This is an optimization exercise on Yosys and OpenROAD, whose aim is small area, a short achievable clock period and few clock cycles, not a production implementation. Only simulation tests tie the RTL to the original design; equivalence was not proved. No activity file was given, so power comes from the tool's default toggle rates.

==> inputs of run E <==
// CHIP
module CHIP (	clk,
				rst_n,
				mem_read_D,
				mem_write_D,
				mem_addr_D,
				mem_wdata_D,
				mem_rdata_D,
				mem_ready_D,
				mem_read_I,
				mem_write_I,
				mem_addr_I,
				mem_wdata_I,
				mem_rdata_I,
				mem_ready_I,
				DCACHE_addr,
				DCACHE_wdata,
				DCACHE_wen,
				DCACHE_stall
			);
==> module Dcache, before the edit <==
module Dcache (
    input              clk,
    input              rst,
    input      [31:0]  ex_base,        
    input      [11:0]  ex_off,
    input      [27:0]  ex_line,        
    input              ex_enter,       
    input              m_valid,
    input              m_load,
    input              m_store,
    input      [31:0]  m_addr,
    input      [31:0]  m_wdata,        
    output             m_stall,        
    output             m_fill,         
    output     [31:0]  m_rdata,        
    output reg         m_miss,         
    output reg         mem_read,
    output reg         mem_write,
    output reg [27:0]  mem_addr,
    output reg [127:0] mem_wdata,
    input      [127:0] mem_rdata,
    input              mem_ready
);
function [31:0] bswap(input [31:0] v);
    bswap = {v[7:0], v[15:8], v[23:16], v[31:24]};
endfunction
reg [127:0]  d;
reg [27:0]   t;
reg          v, y;                     
reg          busy;                     
reg          rd;                       
reg          wpend;                    
reg [27:0]   waddr;
wire [31:0] ea = ex_base;
wire [31:0] eb = {{20{ex_off[11]}}, ex_off};
wire [4:0]  lo = {1'b0, ea[3:0]} + {1'b0, eb[3:0]};
wire [31:0] eg = ea & eb;
wire [31:0] ep = ea ^ eb;
wire [31:4] cin = {eg[30:4] | (ep[30:4] & ~t[26:0]), lo[4]};
wire ehit = v & (&(ep[31:4] ^ t ^ ~cin));
wire [1:0] mword = m_addr[3:2];
wire   fill = busy & rd & mem_ready;
assign m_fill  = fill & m_load;
assign m_stall = m_valid & (m_load | m_store) & m_miss & ~(m_load & fill);
assign m_rdata = bswap(m_miss ? mem_rdata[mword*32 +: 32] : d[mword*32 +: 32]);
wire   st_hit = m_valid & m_store & ~m_miss;
always @(posedge clk) begin
    if (rst) begin
        m_miss <= 1'b0;
    end else if (!m_stall) begin
        m_miss <= ex_enter & ~ehit;
    end else if (fill) begin
        m_miss <= 1'b0;
    end
end
wire idle_next = busy ? mem_ready : ~(mem_read | mem_write);
wire need_mem  = m_valid & (m_load | m_store) & m_miss & ~mem_read & ~(busy & rd);
wire need_ex   = ex_enter & ~ehit & ~m_stall;
wire do_write  = idle_next & wpend;
wire do_read   = idle_next & ~wpend & (need_mem | need_ex);
always @(posedge clk) begin
    if (do_write)      mem_addr <= waddr;
    else if (need_mem) mem_addr <= m_addr[31:4];
    else               mem_addr <= ex_line;
end
always @(posedge clk) begin
    if (rst) begin
        mem_read  <= 1'b0;
        mem_write <= 1'b0;
        busy      <= 1'b0;
        rd        <= 1'b0;
        wpend     <= 1'b0;
    end else begin
        mem_read  <= do_read;
        mem_write <= do_write;
        busy      <= mem_read | mem_write | (busy & ~mem_ready);
        if (mem_read)       rd <= 1'b1;
        else if (mem_ready) rd <= 1'b0;
        if (do_write)           wpend <= 1'b0;
        else if (mem_read && y) wpend <= 1'b1;
    end
end
always @(posedge clk) begin
    if (mem_read && y) begin
        mem_wdata <= d;
        waddr     <= t;
    end
end
wire [127:0] wbus = m_miss ? mem_rdata : {4{bswap(m_wdata)}};
genvar k;
generate
    for (k = 0; k < 4; k = k + 1) begin : g_word
        always @(posedge clk) begin
            if (fill | (st_hit & mword == k)) d[k*32 +: 32] <= wbus[k*32 +: 32];
        end
    end
endgenerate
always @(posedge clk) begin
    if (fill) t <= m_addr[31:4];
end
always @(posedge clk) begin
    if (rst) begin
        v <= 1'b0;
        y <= 1'b0;
    end else if (fill) begin
        v <= 1'b1;
        y <= 1'b0;
    end else if (st_hit) begin
        y <= 1'b1;
    end
end
endmodule
clock: 11.0 ns
lec_check: 0
cap_margin: 60
core_margin: 2
core_utilization: 45
slew_margin: 60
standard.sh (not shown) runs the stock make flow with config.mk's settings and CLKGATE_MAP_FILE= SYNTH_SCRIPT=/design/flow/synth_recipe.tcl, a recipe that flattens the netlist after the stock synthesis.
==> flow/flow/run.sh <==
#!/bin/bash
# Layout flow: the standard ORFS flow (standard.sh), with the standard
# synthesis unchanged and a larger setup margin for ORFS's timing repair in
# the later steps. Each step's full output goes to its own log in this folder.
set -uo pipefail
bash standard.sh synth > synth.log 2>&1 || exit 1
bash standard.sh SETUP_SLACK_MARGIN=7 finish > layout.log 2>&1 || exit 1
==> run P: changes against run E <==
--- a/flow/design.v
+++ b/flow/design.v
@@ -186,17 +186,17 @@
 wire [31:0] eg = ea & eb;
 wire [31:0] ep = ea ^ eb;
 wire [31:4] cin = {eg[30:4] | (ep[30:4] & ~t[26:0]), lo[4]};
 wire ehit = v & (&(ep[31:4] ^ t ^ ~cin));
 wire [1:0] mword = m_addr[3:2];
 wire   fill = busy & rd & mem_ready;
 assign m_fill  = fill & m_load;
 assign m_stall = m_valid & (m_load | m_store) & m_miss & ~(m_load & fill);
-assign m_rdata = bswap(m_miss ? mem_rdata[mword*32 +: 32] : d[mword*32 +: 32]);
+assign m_rdata = bswap(fill ? mem_rdata[mword*32 +: 32] : d[mword*32 +: 32]);
 wire   st_hit = m_valid & m_store & ~m_miss;
 always @(posedge clk) begin
     if (rst) begin
         m_miss <= 1'b0;
     end else if (!m_stall) begin
         m_miss <= ex_enter & ~ehit;
     end else if (fill) begin
         m_miss <= 1'b0;
@@ -230,17 +230,17 @@
     end
 end
 always @(posedge clk) begin
     if (mem_read && y) begin
         mem_wdata <= d;
         waddr     <= t;
     end
 end
-wire [127:0] wbus = m_miss ? mem_rdata : {4{bswap(m_wdata)}};
+wire [127:0] wbus = fill ? mem_rdata : {4{bswap(m_wdata)}};
 genvar k;
 generate
     for (k = 0; k < 4; k = k + 1) begin : g_word
         always @(posedge clk) begin
             if (fill | (st_hit & mword == k)) d[k*32 +: 32] <= wbus[k*32 +: 32];
         end
     end
 endgenerate
==> flow/run.sh (new file) <==
#!/bin/bash
# synth_recipe.tcl (not shown) runs the flow's synth.tcl, then flattens the netlist and writes it again
# the make line also repeats each setting of config.mk as NAME=value (left out here)
make -C /OpenROAD-flow-scripts/flow DESIGN_CONFIG=/design/flow/config.mk WORK_HOME=/design/flow/orfs CLKGATE_MAP_FILE= SYNTH_SCRIPT=/design/flow/synth_recipe.tcl finish
- CORE_UTILIZATION: 45 -> 50
- SETUP_SLACK_MARGIN: unset -> 5
removed: flow/flow/run.sh
removed: flow/standard.sh
==> run A: changes against run E <==
--- a/flow/design.v
+++ b/flow/design.v
@@ -142,127 +142,150 @@
                 lru[s] <= ~fway;
             end else if (set == s && (h0 | h1)) begin
                 lru[s] <= h0;
             end
         end
     end
 endgenerate
 endmodule
-module Dcache (
+module Dcache #(
+    parameter SL = 2                   
+) (
     input              clk,
     input              rst,
-    input      [31:0]  ex_base,        
-    input      [11:0]  ex_off,
-    input      [27:0]  ex_line,        
+    input      [31:0]  ex_addr,        
     input              ex_enter,       
     input              m_valid,
     input              m_load,
     input              m_store,
     input      [31:0]  m_addr,
     input      [31:0]  m_wdata,        
     output             m_stall,        
     output             m_fill,         
     output     [31:0]  m_rdata,        
     output reg         m_miss,         
     output reg         mem_read,
     output reg         mem_write,
-    output reg [27:0]  mem_addr,
+    output     [27:0]  mem_addr,
     output reg [127:0] mem_wdata,
     input      [127:0] mem_rdata,
     input              mem_ready
 );
+localparam NS = 1 << SL;
+localparam TW = 28 - SL;
 function [31:0] bswap(input [31:0] v);
     bswap = {v[7:0], v[15:8], v[23:16], v[31:24]};
 endfunction
-reg [127:0]  d;
-reg [27:0]   t;
-reg          v, y;                     
+reg [127:0]  d0 [0:NS-1];
+reg [127:0]  d1 [0:NS-1];
+reg [TW-1:0] t0 [0:NS-1];
+reg [TW-1:0] t1 [0:NS-1];
+reg [NS-1:0] v0, v1, y0, y1;           
+reg [NS-1:0] lru;                      
+reg          m_way;                    
 reg          busy;                     
 reg          rd;                       
 reg          wpend;                    
 reg [27:0]   waddr;
-wire [31:0] ea = ex_base;
-wire [31:0] eb = {{20{ex_off[11]}}, ex_off};
-wire [4:0]  lo = {1'b0, ea[3:0]} + {1'b0, eb[3:0]};
-wire [31:0] eg = ea & eb;
-wire [31:0] ep = ea ^ eb;
-wire [31:4] cin = {eg[30:4] | (ep[30:4] & ~t[26:0]), lo[4]};
-wire ehit = v & (&(ep[31:4] ^ t ^ ~cin));
-wire [1:0] mword = m_addr[3:2];
+wire [SL-1:0] eset = ex_addr[SL+3:4];
+wire [TW-1:0] etag = ex_addr[31:SL+4];
+wire eh0 = v0[eset] & (t0[eset] == etag);
+wire eh1 = v1[eset] & (t1[eset] == etag);
+wire ehit = eh0 | eh1;
+wire eway = ehit ? eh1 : lru[eset];
+wire [SL-1:0] mset  = m_addr[SL+3:4];
+wire [1:0]    mword = m_addr[3:2];
+wire [127:0]  mline = m_way ? d1[mset] : d0[mset];
+wire [TW-1:0] mvtag = m_way ? t1[mset] : t0[mset];
+wire          mvdirty = m_way ? y1[mset] : y0[mset];
 wire   fill = busy & rd & mem_ready;
 assign m_fill  = fill & m_load;
 assign m_stall = m_valid & (m_load | m_store) & m_miss & ~(m_load & fill);
-assign m_rdata = bswap(m_miss ? mem_rdata[mword*32 +: 32] : d[mword*32 +: 32]);
+assign m_rdata = bswap(fill ? mem_rdata[mword*32 +: 32] : mline[mword*32 +: 32]);
 wire   st_hit = m_valid & m_store & ~m_miss;
+wire   ld_hit = m_valid & m_load & ~m_miss;
 always @(posedge clk) begin
     if (rst) begin
         m_miss <= 1'b0;
     end else if (!m_stall) begin
         m_miss <= ex_enter & ~ehit;
     end else if (fill) begin
         m_miss <= 1'b0;
     end
 end
+always @(posedge clk) begin
+    if (!m_stall) m_way <= eway;
+end
 wire idle_next = busy ? mem_ready : ~(mem_read | mem_write);
 wire need_mem  = m_valid & (m_load | m_store) & m_miss & ~mem_read & ~(busy & rd);
 wire need_ex   = ex_enter & ~ehit & ~m_stall;
 wire do_write  = idle_next & wpend;
 wire do_read   = idle_next & ~wpend & (need_mem | need_ex);
-always @(posedge clk) begin
-    if (do_write)      mem_addr <= waddr;
-    else if (need_mem) mem_addr <= m_addr[31:4];
-    else               mem_addr <= ex_line;
-end
+assign mem_addr = mem_write ? waddr : m_addr[31:4];
 always @(posedge clk) begin
     if (rst) begin
         mem_read  <= 1'b0;
         mem_write <= 1'b0;
         busy      <= 1'b0;
         rd        <= 1'b0;
         wpend     <= 1'b0;
     end else begin
         mem_read  <= do_read;
         mem_write <= do_write;
         busy      <= mem_read | mem_write | (busy & ~mem_ready);
         if (mem_read)       rd <= 1'b1;
         else if (mem_ready) rd <= 1'b0;
-        if (do_write)           wpend <= 1'b0;
-        else if (mem_read && y) wpend <= 1'b1;
+        if (do_write)                  wpend <= 1'b0;
+        else if (mem_read && mvdirty)  wpend <= 1'b1;
     end
 end
 always @(posedge clk) begin
-    if (mem_read && y) begin
-        mem_wdata <= d;
-        waddr     <= t;
+    if (mem_read && mvdirty) begin
+        mem_wdata <= mline;
+        waddr     <= {mvtag, mset};
     end
 end
-wire [127:0] wbus = m_miss ? mem_rdata : {4{bswap(m_wdata)}};
-genvar k;
+wire [127:0] wbus = fill ? mem_rdata : {4{bswap(m_wdata)}};
+genvar s, k;
 generate
-    for (k = 0; k < 4; k = k + 1) begin : g_word
+    for (s = 0; s < NS; s = s + 1) begin : g_set
+        wire fs = fill & (mset == s);
+        wire ss = st_hit & (mset == s);
+        for (k = 0; k < 4; k = k + 1) begin : g_word
+            always @(posedge clk) begin
+                if ((fs | (ss & mword == k)) & !m_way) d0[s][k*32 +: 32] <= wbus[k*32 +: 32];
+                if ((fs | (ss & mword == k)) &  m_way) d1[s][k*32 +: 32] <= wbus[k*32 +: 32];
+            end
+        end
         always @(posedge clk) begin
-            if (fill | (st_hit & mword == k)) d[k*32 +: 32] <= wbus[k*32 +: 32];
+            if (fs & !m_way) t0[s] <= m_addr[31:SL+4];
+            if (fs &  m_way) t1[s] <= m_addr[31:SL+4];
+        end
+        always @(posedge clk) begin
+            if (rst) begin
+                v0[s] <= 1'b0; v1[s] <= 1'b0;
+                y0[s] <= 1'b0; y1[s] <= 1'b0;
+                lru[s] <= 1'b0;
+            end else begin
+                if (fs) begin
+                    if (!m_way) begin v0[s] <= 1'b1; y0[s] <= 1'b0; end
+                    else        begin v1[s] <= 1'b1; y1[s] <= 1'b0; end
+                    lru[s] <= ~m_way;
+                end else if (ss) begin
+                    if (!m_way) y0[s] <= 1'b1;
+                    else        y1[s] <= 1'b1;
+                    lru[s] <= ~m_way;
+                end else if (ld_hit & (mset == s)) begin
+                    lru[s] <= ~m_way;
+                end
+            end
         end
     end
 endgenerate
-always @(posedge clk) begin
-    if (fill) t <= m_addr[31:4];
-end
-always @(posedge clk) begin
-    if (rst) begin
-        v <= 1'b0;
-        y <= 1'b0;
-    end else if (fill) begin
-        v <= 1'b1;
-        y <= 1'b0;
-    end else if (st_hit) begin
-        y <= 1'b1;
-    end
-end
 endmodule
 module RISCV_Pipeline (
     input          clk,
     input          rst_n,
     output         mem_read_D,
     output         mem_write_D,
     output [31:4]  mem_addr_D,
     output [127:0] mem_wdata_D,
@@ -291,29 +314,29 @@
 reg  [26:0] EX_alt;           
 reg  [4:0]  EX_rd;
 reg         EX_we, EX_load, EX_store, EX_useimm, EX_sub, EX_sra;
 reg  [2:0]  EX_f3;
 reg         EX_link, EX_jalr, EX_branch, EX_bne, EX_pred;
 reg         MEM_valid;
 reg  [31:0] MEM_res, MEM_b;
 reg  [4:0]  MEM_rd;
-reg         MEM_we, MEM_load, MEM_store, MEM_st;
+reg         MEM_we, MEM_load, MEM_store;
 reg  [31:0] rf [1:31];
 wire        m_stall, m_fill, m_miss;
 wire [31:0] m_rdata;
 wire        ex_redir;
 wire [26:0] ex_tgt;
 wire        id_redir;
 wire [26:0] id_tgt;
 wire        ld_stall;
 wire        front_hold = m_stall | (m_fill & EX_valid & (EX_load | EX_store));
 wire        ic_hit;
 wire [31:0] ic_instr;
-Icache #(.SL(1)) I_cache (
+Icache #(.SL(2)) I_cache (
     .clk      (clk),
     .rst      (rst),
     .pc_line  (PC[26:2]),
     .pc_word  (PC[1:0]),
     .no_req   (ex_redir | id_redir),
     .hit      (ic_hit),
     .instr    (ic_instr),
     .mem_read (mem_read_I),
@@ -355,26 +378,18 @@
 wire use2 = i_R | i_S | i_B;
 wire wr   = (i_R | i_I | i_L | i_JAL | i_JALR) & (rd != 5'd0);
 wire [31:0] ex_res;
 wire [31:0] mem_res = MEM_load ? m_rdata : MEM_res;
 wire ex_fw1  = EX_valid  & EX_we  & (EX_rd  == rs1);
 wire ex_fw2  = EX_valid  & EX_we  & (EX_rd  == rs2);
 wire mem_fw1 = MEM_valid & MEM_we & (MEM_rd == rs1);
 wire mem_fw2 = MEM_valid & MEM_we & (MEM_rd == rs2);
-reg  [31:0] rf1, rf2;
-integer q;
-always @(*) begin
-    rf1 = 32'd0;
-    rf2 = 32'd0;
-    for (q = 1; q < 32; q = q + 1) begin
-        rf1 = rf1 | ({32{rs1 == q}} & rf[q]);
-        rf2 = rf2 | ({32{rs2 == q}} & rf[q]);
-    end
-end
+wire [31:0] rf1 = (rs1 == 5'd0) ? 32'd0 : rf[rs1];
+wire [31:0] rf2 = (rs2 == 5'd0) ? 32'd0 : rf[rs2];
 wire [31:0] op1 = ex_fw1 ? ex_res : mem_fw1 ? mem_res : rf1;
 wire [31:0] op2 = ex_fw2 ? ex_res : mem_fw2 ? mem_res : rf2;
 assign ld_stall = ID_valid & EX_valid & EX_load & EX_we &
                   ((use1 & (EX_rd == rs1)) | (use2 & (EX_rd == rs2)));
 wire [11:0] imm12 = i_S ? {ins[31:25], ins[11:7]} : ins[31:20];
 wire [26:0] immJ  = {{9{ins[31]}}, ins[19:12], ins[20], ins[30:22]};      
 wire [26:0] immB  = {{17{ins[31]}}, ins[7], ins[30:25], ins[11:9]};       
 assign id_tgt   = ID_PC + (i_JAL ? immJ : immB);
@@ -429,22 +444,20 @@
         3'b111:  alu = EX_a & bop;
         default: alu = shout;           
     endcase
 end
 assign ex_res = EX_link ? {3'b000, EX_alt, 2'b00} : alu;
 wire taken = (EX_a == EX_b) ^ EX_bne;
 assign ex_redir = EX_valid & (EX_jalr | (EX_branch & (taken ^ EX_pred)));
 assign ex_tgt   = EX_jalr ? sum[28:2] : EX_alt;
-Dcache D_cache (
+Dcache #(.SL(2)) D_cache (
     .clk      (clk),
     .rst      (rst),
-    .ex_base  (EX_a),
-    .ex_off   (EX_imm),
-    .ex_line  (sum[31:4]),
+    .ex_addr  (sum),
     .ex_enter (EX_valid & (EX_load | EX_store) & ~front_hold),
     .m_valid  (MEM_valid),
     .m_load   (MEM_load),
     .m_store  (MEM_store),
     .m_addr   (MEM_res),
     .m_wdata  (MEM_b),
     .m_stall  (m_stall),
     .m_fill   (m_fill),
@@ -457,20 +470,16 @@
     .mem_rdata(mem_rdata_D),
     .mem_ready(mem_ready_D)
 );
 always @(posedge clk) begin
     if (rst) MEM_valid <= 1'b0;
     else if (!m_stall) MEM_valid <= EX_valid & ~front_hold;
 end
 always @(posedge clk) begin
-    if (rst) MEM_st <= 1'b0;
-    else if (!m_stall) MEM_st <= EX_valid & ~front_hold & EX_store;
-end
-always @(posedge clk) begin
     if (!m_stall) begin
         MEM_res   <= ex_res;
         MEM_b     <= EX_b;
         MEM_rd    <= EX_rd;
         MEM_we    <= EX_we;
         MEM_load  <= EX_load;
         MEM_store <= EX_store;
     end
@@ -480,11 +489,11 @@
     for (r = 1; r < 32; r = r + 1) begin : g_rf
         always @(posedge clk) begin
             if (MEM_valid && MEM_we && MEM_rd == r) rf[r] <= mem_res;
         end
     end
 endgenerate
 assign DCACHE_addr  = MEM_res[31:2];
 assign DCACHE_wdata = bswap(MEM_b);
-assign DCACHE_wen   = MEM_st;
+assign DCACHE_wen   = MEM_valid & MEM_store;
 assign DCACHE_stall = m_miss;
 endmodule
==> flow/run.sh (new file) <==
#!/bin/bash
# synth_recipe.tcl (not shown) runs the flow's synth.tcl, then flattens the netlist and writes it again
# the make line also repeats each setting of config.mk as NAME=value (left out here)
make -C /OpenROAD-flow-scripts/flow DESIGN_CONFIG=/design/flow/config.mk WORK_HOME=/design/flow/orfs CLKGATE_MAP_FILE= SYNTH_SCRIPT=/design/flow/synth_recipe.tcl finish
- CORE_UTILIZATION: 45 -> 30
removed: flow/flow/run.sh
removed: flow/standard.sh
==> flow_summary.yaml <==
run_status:
  outcome: "finished clean"
final_layout:
  final_core_utilization_pct: 55.1
  final-clk-cell-share_pct: 5.80
floorplanning:
  starting_utilization_of_the_core_area_pct: 45.2
pwr:
  netSwitchingFraction_pct: 26.2
clocking:
  cts-buffers-inserted: 229
[end of results for run E]
==> flow_summary.yaml <==
pwr:
  netSwitchingFraction_pct: 25.6
final_layout:
  final_core_utilization_pct: 59.2
  final-clk-cell-share_pct: 5.88
clocking:
  cts-buffers-inserted: 229
synth:
  synth_top_cell_area_share_pct: 61.0
run_status:
  outcome: "finished clean"
floorplanning:
  starting_utilization_of_the_core_area_pct: 50.2
[end of results for run P]
==> flow_summary.yaml <==
floorplanning:
  starting_utilization_of_the_core_area_pct: 30.1
run_status:
  outcome: "finished clean"
drt:
  finalWirelength_um: 641000
final_layout:
  final_core_utilization_pct: 35.7
clocking:
  cts-buffers-inserted: 384
pwr:
  netSwitchingFraction_pct: 25.0
min_path:
  hold_path_class: "reg -> reg"
[end of results for run A]
Testbench counts of run E, summed over its fixed seeds: cycles 420,124.
Testbench counts of run P, summed over its fixed seeds: cycles 420,124.
Testbench counts of run A, summed over its fixed seeds: cycles 304,478.

-- afterwards: timing with drivers on the ports --
In the flow no input, the clock included, has a driving cell. The finished layouts below were timed again as built, in two steps.
Step 1 assumes that a clkbuf_16 drives the clock port and a buf_2 every other input.
Step 2 moves the port delays by t, midway between the first and last clock arrival at a register: inputs arrive t later, outputs are due t later. That takes back most of the time a late clock gives input paths.
a / b / c = no drivers / after step 1 / after step 2; a / b = the first two.
run	t (ns)	slack for setup (ns)	hold slack, ns	worst register clock-pin slew, ns	worst slew at a driven data input, ns
run E	1.005	6.871 / 6.871 / 5.983	0.407 / 0.407 / 0.407	0.07 / 0.07	0.20
run P	0.982	5.060 / 5.044 / 4.063	0.429 / 0.429 / 0.429	0.07 / 0.07	0.16
run A	1.106	4.687 / 4.687 / 4.619	0.472 / 0.472 / 0.472	0.07 / 0.07	0.22
After both steps every run listed still meets setup and hold. For run P, which loses most, drivers alone change the setup slack by -0.016 ns; drivers and shift together by -0.997 ns.
